This is an optimization exercise on Yosys and OpenROAD, whose aim is a short achievable clock period and few clock cycles, not a production implementation.
Function not checked in this run: the RTL went through the layout flow alone.
No activity file was given, so power comes from the tool's default toggle rates.

[flow/design.v]
`timescale 1ns / 1ps
module RV32I_Core (
    input  logic        clk,
    input  logic        reset,
    input  logic [31:0] instrCode,
    output logic [31:0] instrMemAddr,
    output logic        dataWe,
    output logic [31:0] dataAddr,
    output logic [31:0] dataWData,
    input  logic [31:0] dataRData,
    output logic        transfer,
    input  logic        ready
);
    logic [31:0] pc;
    logic        d_valid;
    logic [31:0] d_instr, d_pc;
    logic        e_wen, e_load, e_mem, e_store, e_br, e_jalr;
    logic [ 4:0] e_rd;
    logic [31:0] e_opA, e_opB, e_sdata, e_alt, e_altPC;
    logic        e_sAdd, e_sSub, e_sSll, e_sSrl, e_sSra, e_sSlt, e_sSltu;
    logic        e_sXor, e_sOr, e_sAnd, e_sAlt;
    logic        e_rEq, e_rNe, e_rLt, e_rGe, e_rLtu, e_rGeu;
    logic        m_mem, m_we, m_load, m_wen;
    logic [ 4:0] m_rd;
    logic [31:0] m_result, m_wdata;
    logic        w_wen;
    logic [ 4:0] w_rd;
    logic [31:0] w_result;
    logic [31:0] rf[1:31];
    assign instrMemAddr = pc;
    wire [6:0] op = d_instr[6:0];
    wire [2:0] f3 = d_instr[14:12];
    wire       f7b5 = d_instr[30];
    wire [4:0] rs1 = d_instr[19:15];
    wire [4:0] rs2 = d_instr[24:20];
    wire [4:0] rd = d_instr[11:7];
    wire isR = (op == 7'b0110011);
    wire isI = (op == 7'b0010011);
    wire isL = (op == 7'b0000011);
    wire isS = (op == 7'b0100011);
    wire isB = (op == 7'b1100011);
    wire isLUI = (op == 7'b0110111);
    wire isAUIPC = (op == 7'b0010111);
    wire isJAL = (op == 7'b1101111);
    wire isJALR = (op == 7'b1100111);
    wire useRs1 = isR | isI | isL | isS | isB | isJALR;
    wire useRs2 = isR | isS | isB;
    wire dWen = (isR | isI | isL | isLUI | isAUIPC | isJAL | isJALR) & (rd != 5'd0);
    wire [31:0] immI = {{20{d_instr[31]}}, d_instr[31:20]};
    wire [31:0] immS = {{20{d_instr[31]}}, d_instr[31:25], d_instr[11:7]};
    wire [31:0] immB = {{20{d_instr[31]}}, d_instr[7], d_instr[30:25], d_instr[11:8], 1'b0};
    wire [31:0] immJ = {{12{d_instr[31]}}, d_instr[19:12], d_instr[20], d_instr[30:21], 1'b0};
    wire [31:0] immU = {d_instr[31:12], 12'b0};
    wire [31:0] pcImm = d_pc + (isJAL ? immJ : isAUIPC ? immU : immB);
    wire [31:0] pc4 = d_pc + 32'd4;
    wire predT = isB & d_instr[31];
    wire redirectD = d_valid & (isJAL | predT);
    wire [31:0] sum = e_opA + e_opB;
    wire [31:0] diff = e_opA - e_opB;
    wire [4:0] sh = e_opB[4:0];
    wire [31:0] sllv = e_opA << sh;
    wire [31:0] srlv = e_opA >> sh;
    wire [31:0] srav = $signed(e_opA) >>> sh;
    wire eq = (e_opA == e_opB);
    wire lt = ($signed(e_opA) < $signed(e_opB));
    wire ltu = (e_opA < e_opB);
    wire [31:0] eResult =
        ({32{e_sAdd}} & sum) |
        ({32{e_sSub}} & diff) |
        ({32{e_sSll}} & sllv) |
        ({32{e_sSrl}} & srlv) |
        ({32{e_sSra}} & srav) |
        ({32{e_sSlt}} & {31'b0, lt}) |
        ({32{e_sSltu}} & {31'b0, ltu}) |
        ({32{e_sXor}} & (e_opA ^ e_opB)) |
        ({32{e_sOr}} & (e_opA | e_opB)) |
        ({32{e_sAnd}} & (e_opA & e_opB)) |
        ({32{e_sAlt}} & e_alt);
    wire brRedirect = (e_rEq & eq) | (e_rNe & ~eq) | (e_rLt & lt) | (e_rGe & ~lt) |
                      (e_rLtu & ltu) | (e_rGeu & ~ltu);
    wire redirectE = e_jalr | brRedirect;
    wire [31:0] targetE = e_jalr ? {sum[31:1], 1'b0} : e_altPC;
    assign transfer = m_mem;
    assign dataWe = m_we;
    assign dataAddr = m_result;
    assign dataWData = m_wdata;
    wire mstall = m_mem & ~ready;
    wire [31:0] mFwd = m_load ? dataRData : m_result;
    wire e1 = e_wen & (e_rd == rs1);
    wire m1 = m_wen & (m_rd == rs1);
    wire w1 = w_wen & (w_rd == rs1);
    wire e2 = e_wen & (e_rd == rs2);
    wire m2 = m_wen & (m_rd == rs2);
    wire w2 = w_wen & (w_rd == rs2);
    wire [31:0] rf1 = (rs1 == 5'd0) ? 32'd0 : rf[rs1];
    wire [31:0] rf2 = (rs2 == 5'd0) ? 32'd0 : rf[rs2];
    wire [31:0] v1o = m1 ? mFwd : w1 ? w_result : rf1;
    wire [31:0] v2o = m2 ? mFwd : w2 ? w_result : rf2;
    wire [31:0] v1 = e1 ? eResult : v1o;
    wire [31:0] v2 = e2 ? eResult : v2o;
    wire hazard = d_valid & e_load & ((useRs1 & e1) | (useRs2 & e2));
    wire holdD = mstall | hazard;
    wire goE = d_valid & ~hazard & ~redirectE;
    wire bImm = isI | isL | isS | isJALR;
    wire [31:0] imm = isS ? immS : immI;
    always_ff @(posedge clk, posedge reset) begin
        if (reset) begin
            pc <= 32'd0;
            d_valid <= 1'b0;
        end else begin
            if (redirectE) pc <= targetE;
            else if (!holdD) pc <= redirectD ? pcImm : pc + 32'd4;
            if (redirectE) d_valid <= 1'b0;
            else if (!holdD) d_valid <= ~redirectD;
        end
    end
    always_ff @(posedge clk) begin
        if (!holdD) begin
            d_instr <= instrCode;
            d_pc <= pc;
        end
    end
    always_ff @(posedge clk, posedge reset) begin
        if (reset) begin
            e_wen <= 1'b0;
            e_load <= 1'b0;
            e_mem <= 1'b0;
            e_br <= 1'b0;
            e_jalr <= 1'b0;
            e_rEq <= 1'b0;
            e_rNe <= 1'b0;
            e_rLt <= 1'b0;
            e_rGe <= 1'b0;
            e_rLtu <= 1'b0;
            e_rGeu <= 1'b0;
        end else if (!mstall) begin
            e_wen <= goE & dWen;
            e_load <= goE & isL;
            e_mem <= goE & (isL | isS);
            e_br <= goE & isB;
            e_jalr <= goE & isJALR;
            e_rEq <= goE & isB & (f3 == 3'b000) & ~predT | goE & isB & (f3 == 3'b001) & predT;
            e_rNe <= goE & isB & (f3 == 3'b001) & ~predT | goE & isB & (f3 == 3'b000) & predT;
            e_rLt <= goE & isB & (f3 == 3'b100) & ~predT | goE & isB & (f3 == 3'b101) & predT;
            e_rGe <= goE & isB & (f3 == 3'b101) & ~predT | goE & isB & (f3 == 3'b100) & predT;
            e_rLtu <= goE & isB & (f3 == 3'b110) & ~predT | goE & isB & (f3 == 3'b111) & predT;
            e_rGeu <= goE & isB & (f3 == 3'b111) & ~predT | goE & isB & (f3 == 3'b110) & predT;
        end else if (redirectE) begin
            e_jalr <= 1'b0;
            e_rEq <= 1'b0;
            e_rNe <= 1'b0;
            e_rLt <= 1'b0;
            e_rGe <= 1'b0;
            e_rLtu <= 1'b0;
            e_rGeu <= 1'b0;
        end
    end
    always_ff @(posedge clk) begin
        if (!mstall) begin
            e_store <= isS;
            e_rd <= rd;
            e_opA <= v1;
            e_opB <= bImm ? imm : v2;
            e_sdata <= v2;
            e_alt <= isLUI ? immU : isAUIPC ? pcImm : pc4;
            e_altPC <= predT ? pc4 : pcImm;
            e_sAdd <= ((isR | isI) & f3 == 3'b000 & ~(isR & f7b5)) | isL | isS;
            e_sSub <= isR & f3 == 3'b000 & f7b5;
            e_sSll <= (isR | isI) & f3 == 3'b001;
            e_sSrl <= (isR | isI) & f3 == 3'b101 & ~f7b5;
            e_sSra <= (isR | isI) & f3 == 3'b101 & f7b5;
            e_sSlt <= (isR | isI) & f3 == 3'b010;
            e_sSltu <= (isR | isI) & f3 == 3'b011;
            e_sXor <= (isR | isI) & f3 == 3'b100;
            e_sOr <= (isR | isI) & f3 == 3'b110;
            e_sAnd <= (isR | isI) & f3 == 3'b111;
            e_sAlt <= isLUI | isAUIPC | isJAL | isJALR;
        end
    end
    always_ff @(posedge clk, posedge reset) begin
        if (reset) begin
            m_mem <= 1'b0;
            m_wen <= 1'b0;
            m_load <= 1'b0;
        end else if (!mstall) begin
            m_mem <= e_mem;
            m_wen <= e_wen;
            m_load <= e_load;
        end
    end
    always_ff @(posedge clk) begin
        if (!mstall) begin
            m_we <= e_store;
            m_rd <= e_rd;
            m_result <= eResult;
            m_wdata <= e_sdata;
        end
    end
    always_ff @(posedge clk, posedge reset) begin
        if (reset) w_wen <= 1'b0;
        else w_wen <= m_wen & ~mstall;
    end
    always_ff @(posedge clk) begin
        w_rd <= m_rd;
        w_result <= mFwd;
    end
    always_ff @(posedge clk) begin
        if (w_wen) rf[w_rd] <= w_result;
    end
endmodule
[flow/run.sh]
#!/bin/bash
# synth_recipe.tcl (not shown) runs the flow's synth.tcl, then flattens the netlist and writes it again
# the make line also repeats each setting of config.mk as NAME=value (left out here)
make -C /OpenROAD-flow-scripts/flow DESIGN_CONFIG=/design/flow/config.mk WORK_HOME=/design/flow/orfs CLKGATE_MAP_FILE= SYNTH_SCRIPT=/design/flow/synth_recipe.tcl finish
[flow/constraint.sdc]
create_clock -name core_clock -period 12.0 [get_ports {clk}]
set_input_delay 2.4000 -clock core_clock [delete_from_list [all_inputs] [get_ports {clk}]]
set_output_delay 2.4000 -clock core_clock [all_outputs]
set_load 0.01 [all_outputs]
[flow/config.mk]
export PLATFORM = sky130hd
export DESIGN_NAME = RV32I_Core
export DESIGN_NICKNAME = RV32I_Core
export VERILOG_FILES = /design/flow/design.v
export SDC_FILE = /design/flow/constraint.sdc
export NUM_CORES = 4
export LEC_CHECK = 0
export CAP_MARGIN = 20
export CORE_MARGIN = 2
export CORE_UTILIZATION = 40
export SLEW_MARGIN = 20
==> results.sh <==
export IMPL_cts_sink_count=1397
export IMPL_drc=0
export IMPL_post_route_period_util_pct=44.64
export IMPL_cts_hold_buf=0
export IMPL_synth_simple_area_share_pct=6.335
export IMPL_synth_area_top_cells="edfxtp_1, mux4_2, mux2i_1"
export IMPL_crit_end="e_alt[31]"
export IMPL_yosysMostFrequentCell="edfxtp_1"
export IMPL_antenna_found_initial=8
export IMPL_clockBufferDepth=3
export IMPL_cts_buffers=152
export IMPL_cts_tree="yes"
export IMPL_synthArstFlopShare_pct=3.364
export IMPL_reg2reg_slack_ns=6.64
export IMPL_die_h_um=439.2
export IMPL_setup_viol=0
export IMPL_synth_top_family_by_area="multiplexers"
export IMPL_drt_first_pass_iters=6
export IMPL_total_leakage_power_nw=28.89
export IMPL_rows=159
export IMPL_ys_flop_type="edfxtp_1"
export IMPL_fin_skew_ns=0.05656
export IMPL_p_per_area_nw_per_um2=179.1
export IMPL_dp_hpwl_um=173700
export IMPL_htree_levels=4
export IMPL_ioPinCount=165
export IMPL_synth_edf_count=1303
export IMPL_synth_fa_ha_area_share_pct=2.408
export IMPL_r2r_cells=17
export IMPL_gr_usage_all_layers_pct=27.25
export IMPL_yosys_warnings=1
export IMPL_max_cap_violations=0
export IMPL_ir_drop_mv=0.1639
export IMPL_crit_path_max_fanout=24
export IMPL_startpoint="d_instr[4]"
export IMPL_cts_setup_buffers=0
export IMPL_crit_type="register to register"
export IMPL_vias=51400
export IMPL_largest_register="rf"
export IMPL_wl_per_cell_um=33.49
export IMPL_core_area_um2=188000
export IMPL_grt_first_pass_wirelength_um=376500
export IMPL_final_util_pct=45.29
export IMPL_syn_inst=5293
export IMPL_finalSetupTns_ns=0
export IMPL_synth_nets=5504
export IMPL_largest_reg_flops=992
export IMPL_routed_via_density=6.453
export IMPL_cp_required_ns=12.54
export IMPL_fin_ws_ns=6.643
export IMPL_grt_start_max_net_pins=139
export IMPL_rsz0062_at_grt="false"
export IMPL_worst_setup_path_end_kind="register"
export IMPL_grt_pass1_vias=50500
export IMPL_hold_viol=0
export IMPL_drv_slew=0
export IMPL_status="finished clean"
export IMPL_dp_slack_ns=6.042
export IMPL_wl_um=266800
export IMPL_fin_nets=5559
export IMPL_fmax_mhz=186.7
export IMPL_initial_core_util_pct=40.30
export IMPL_clk_latency_ns=0.80
export IMPL_cp_arrival_ns=5.90
export IMPL_die_w_um=439.2
export IMPL_cts_resized=0
export IMPL_drive_gt1_share_pct=21.05
export IMPL_synth_compound_area_share_pct=10.06
export IMPL_critPathLaunchType="register"
export IMPL_worst_pin_slew_ns=1.146
export IMPL_root_buffer="clkbuf_16"
export IMPL_avgSynthCellArea_um2=14.31
export IMPL_die_area_um2=192900
export IMPL_r2r_end="e_alt[31]"
export IMPL_synthDistinctLibCells=89
export IMPL_portBuffers=164
export IMPL_synthMuxAreaShare_pct=22.40
export IMPL_synth_largest_area_cell="edfxtp_1"
export IMPL_hold_class="register to register"
export IMPL_syn_area_um2=75760
export IMPL_synthXorXnorAreaFrac_pct=1.341
export IMPL_clk_pin_slew_ns=0.06
export IMPL_synth_top_area_share_pct=51.65
export IMPL_antenna_left=0
export IMPL_post_route_min_period_ns=5.357
export IMPL_ys_seq_area_share_pct=54.44
export IMPL_grt_remaining_overflow=0
export IMPL_syn_to_final_growth_pct=12.39
export IMPL_gp_congestion=0.9950
export IMPL_drt_initial_drc_count=6210
export IMPL_slew_headroom_pct=23.49
export IMPL_synth_common_cells="edfxtp_1, mux4_2, nor2_1"
export IMPL_ys_ff_latch=1397
export IMPL_r2r_start="d_instr[4]"
==> cell families after synthesis <==
group	Yosys count
AOI/OAI and AO/OA	1132
xor gates and xnor gates	116
adders and majority gates	144
buffers and inverters	549
DFF	1397
muxes	923
and+or+nand+nor	1032
==> metal layers <==
| layer | global-route usage (%) | vias to the layer above | part of all wire (%) |
|---|---|---|---|
| met5 | 0 | - | 0.0037 |
| met4 | 13.64 | 2 | 5.7 |
| met3 | 4.169 | 552 | 7.5 |
| met2 | 45.10 | 2602 | 49 |
| met1 | 34.89 | 26760 | 38 |
| li1 | - | 21490 | - |
==> worst min path at each step <==
stage / from / to / depth (start not counted) / slack (ns)
global route: e_sdata[31] / m_wdata[31] / 0 / 0.43
detailed placement: e_sdata[11] / m_wdata[11] / 0 / 0.40
floorplan: e_sdata[0] / m_wdata[0] / 0 / 0.40
CTS: e_sdata[11] / m_wdata[11] / 0 / 0.42
global placement: e_sdata[9] / m_wdata[9] / 0 / 0.40
finish: e_sdata[11] / m_wdata[11] / 0 / 0.42
==> report_power, final <==
| group | switching (mW) | leakage, nW | total [mW] | internal (mW) |
|---|---|---|---|---|
| registers | 0.776 | 13.4 | 6.87 | 6.09 |
| logic | 2.29 | 13.1 | 3.75 | 1.46 |
| clock network | 1.99 | 2.38 | 4.64 | 2.66 |
| total | 5.05 | 28.9 | 15.3 | 10.2 |
==> through the flow <==
stage | hold WS, ns | cell area (um2) | power, mW | cells
floorplan | 0.4003 | 75760 | 8.874 | 5293
global placement | 0.4046 | 80220 | 10.61 | 7689
detailed placement | 0.4045 | 80230 | 10.63 | 7689
CTS | 0.4182 | 85120 | 15.25 | 7964
global route | 0.4259 | 85140 | 15.77 | 7964
finish | 0.4190 | 85150 | 15.25 | 7966
==> placed cells by master, fill, tap and decap left out, drive strengths merged, types with 21 or more instances in the layout <==
cell type / Yosys / layout
nor2: 344 / 344
a221oi: 33 / 33
edfxtp: 1303 / 1303
clkdlybuf4s50: 0 / 164
a221o: 42 / 42
xnor2: 58 / 58
o211ai: 40 / 40
nor2b: 28 / 28
a21oi: 261 / 261
nand3: 72 / 72
or3: 23 / 23
inv: 147 / 153
buf: 143 / 138
a31oi: 32 / 32
nand2: 301 / 301
mux2i: 247 / 247
xor2: 58 / 58
a211oi: 152 / 152
and2: 21 / 21
and3: 31 / 31
o22ai: 40 / 40
ha: 141 / 141
nor4: 27 / 27
mux4: 610 / 610
a22oi: 25 / 25
a21o: 61 / 61
nand4: 23 / 23
clkinv: 1 / 70
o21ai: 229 / 229
dfxtp: 47 / 47
nor3: 64 / 64
mux2: 66 / 66
clkbuf: 258 / 185
nand2b: 33 / 33
o31ai: 26 / 26
dfrtp: 47 / 47
==> final cells by class <==
class                           instances  area, um2
Multi-Input combinational cell       3347      32530
Tap cell                             2495       3122
Clock inverter                         90      867.1
Timing Repair Buffer                  302       2728
Fill cell                           16530     102900
Antenna cell                            2      5.005
Sequential cell                      1397      41310
Clock buffer                          185       4023
Inverter                              148      564.3
==> critical path, cell delays in order (launching register included) <==
cell	delay, ns
edfxtp_1	0.48
inv_1	0.09
nor2_1	0.24
and3_1	0.19
buf_4	0.29
nand2b_1	0.43
and2_1	0.49
a21o_1	0.22
ha_1	0.41
nand4_1	0.14
nor2_1	0.24
nand2_1	0.08
o32ai_1	0.66
o2111ai_1	0.36
and3_1	0.28
nor3_1	0.21
xnor2_1	0.16
mux2i_1	0.09

==> separate check: timing with driven ports <==
How much do the figures lean on ideal ports? The routed layout below was timed once more, with nothing changed but the port constraints. Step 1 (the two cells are an assumption about what drives the block):
set clk [get_ports {clk}]
set_driving_cell -lib_cell sky130_fd_sc_hd__clkbuf_16 $clk
set_driving_cell -lib_cell sky130_fd_sc_hd__buf_2 [delete_from_list [all_inputs] $clk]
Step 2 moves the port delays by t, midway between the first and last clock arrival at a register: inputs arrive t later, outputs are due t later. That takes back most of the time a late clock gives input paths. Three values: no drivers, after step 1, after step 2; two values: the first two.
shift t [ns]: 0.856
slack for setup (ns): 6.643 / 6.643 / 6.081
worst setup path at the end: input to register
pins driven straight from the clock port: 1
After both steps setup and hold are still met in this run. For this run, drivers alone change the setup slack by 0.000 ns; drivers and shift together by -0.562 ns.
